From an optimization exercise on the open Yosys and OpenROAD flow, aimed at small area, a short achievable clock period and few clock cycles; shortcuts taken in it are not production practice. The RTL was checked by simulation tests, not by an equivalence proof against the original design.

## run 1
// CONVEX
module CONVEX(
input               CLK,
input               RST,
input       [4:0]   PT_XY,
output              READ_PT,
output reg  [9:0]   DROP_X,
output reg  [9:0]   DROP_Y,
output reg          DROP_V);
Settings: LEC_CHECK=0, CAP_MARGIN=20, CORE_MARGIN=2, CORE_UTILIZATION=55, CTS_CLUSTER_DIAMETER=100, CTS_CLUSTER_SIZE=25, SETUP_SLACK_MARGIN=5, SLEW_MARGIN=20; clock period 8.5 ns.
run.sh (not shown) runs the stock make flow with config.mk's settings and CLKGATE_MAP_FILE= SYNTH_SCRIPT=/design/flow/synth_recipe.tcl, a recipe that flattens the netlist after the stock synthesis.
Testbench counts of run 1, summed over its fixed seeds: cycles 24,019.
Input changes introduced in run 2 (baseline for comparison: run 1):
--- a/flow/config.mk
+++ b/flow/config.mk
@@ -9,6 +9,4 @@
 export CORE_MARGIN = 2
 export CORE_UTILIZATION = 55
-export CTS_CLUSTER_DIAMETER = 100
-export CTS_CLUSTER_SIZE = 25
 export SETUP_SLACK_MARGIN = 5
 export SLEW_MARGIN = 20
Findings:
- Going from run 1 to run 2, footprint of the multi-input gates neither gained nor lost much; via count rose by 250; met2 layer wire length in the routed design lost about 0.8%; fraction of area in registers decreased 1.5 points.
- Going from run 1 to run 2, the met3 routed wirelength was found to have gone up by 790 um.
- Cmp run 1 and run 2 / global-route usage over all layers / lower: run 1
- Between run 1 and run 2, the flow reports wire length of the first global-routing pass increasing slightly.
diff inputs: run 2 => run 3
--- a/flow/config.mk
+++ b/flow/config.mk
@@ -9,4 +9,6 @@
 export CORE_MARGIN = 2
 export CORE_UTILIZATION = 55
+export CTS_CLUSTER_DIAMETER = 150
+export CTS_CLUSTER_SIZE = 30
 export SETUP_SLACK_MARGIN = 5
 export SLEW_MARGIN = 20
--- outcome ---
Relative to run 2, met1 track demand over resource has increased by 0.18 points in run 3.
Against run 2, run 3 comes in 1.7 points lower on fraction of layout instances using a drive strength above 1.
Run 3: all-layer global routing usage 0.52 points below run 2
Delta (run 3 minus run 2): source-to-sink clock delay at the later pin of the worst-skew pair shows a reduction of 0.04 ns; area growth from synthesis to layout decreased 4.0 points.
Diff run 3 and run 2: via count higher in run 2
Delta(met2 track demand over resource, run 3 - run 2) > 0
Run 3 -> run 2: pre-CTS setup slack delta 0, exact match
Against run 2, run 3 reports a share of the final layout cell area in sequential cells that is higher.
Relative to run 3, the following input files were edited for run 4:
--- a/flow/config.mk
+++ b/flow/config.mk
@@ -9,6 +9,6 @@
 export CORE_MARGIN = 2
 export CORE_UTILIZATION = 55
-export CTS_CLUSTER_DIAMETER = 150
-export CTS_CLUSTER_SIZE = 30
+export CTS_CLUSTER_DIAMETER = 120
+export CTS_CLUSTER_SIZE = 20
 export SETUP_SLACK_MARGIN = 5
 export SLEW_MARGIN = 20
## What came out
- Between run 4 and run 3, the number of nets still failing antenna checks after routing does not differ in any meaningful way.
- Compared with run 3, run 4 shows worst setup margin higher by 0.045 ns.
- Run 4 vs. run 3: first-pass GRT wire length went up by about 0.7%; number of clock buffers in the layout saw an increase.
- Comparing the two runs side by side, run 4 comes out ahead of run 3 on minimum period implied by the final worst setup slack.
- The lower final non-filler cell area came out of run 3.
Setup changes, run 4 to run 5
--- a/flow/config.mk
+++ b/flow/config.mk
@@ -9,6 +9,5 @@
 export CORE_MARGIN = 2
 export CORE_UTILIZATION = 55
-export CTS_CLUSTER_DIAMETER = 120
-export CTS_CLUSTER_SIZE = 20
+export CTS_BUF_LIST = sky130_fd_sc_hd__clkbuf_4
 export SETUP_SLACK_MARGIN = 5
 export SLEW_MARGIN = 20
==> comparison <==
For run 4, the launch point of the worst path was s2_r2[3], unlike run 5, where it was s1_twoY[1].
Run 4 → run 5: register-to-register setup slack stayed essentially flat, total met2 wirelength after detailed routing rose by 1100 um.
| routed via count | run 5 vs run 4 | worse |

static timing again, ports no longer ideal:
The flow's constraints put no driver on any port. The routed layouts listed below were extracted and timed again, unchanged, in two steps.
Step 1 assumes that a clkbuf_16 drives the clock port and a buf_2 every other input.
Step 2, shift: input delay + t, output delay - t, t = (earliest + latest rising clock arrival at the registers) / 2. This alone moves slack from input paths to output paths.
Three values: ideal, step 1, step 2; two values: the first two.
run | t, ns | setup slack, ns | clock arrival spread, ns
run 1 | 0.665 | 5.083 / 5.083 / 5.083 | 0.028 / 0.028
run 2 | 0.687 | 5.078 / 5.078 / 5.078 | 0.033 / 0.034
run 3 | 0.633 | 5.049 / 5.049 / 5.049 | 0.037 / 0.038
run 4 | 0.641 | 5.093 / 5.093 / 5.093 | 0.039 / 0.039
run 5 | 1.028 | 5.086 / 5.083 / 5.086 | 0.042 / 0.041
After both steps every run listed still meets setup and hold.
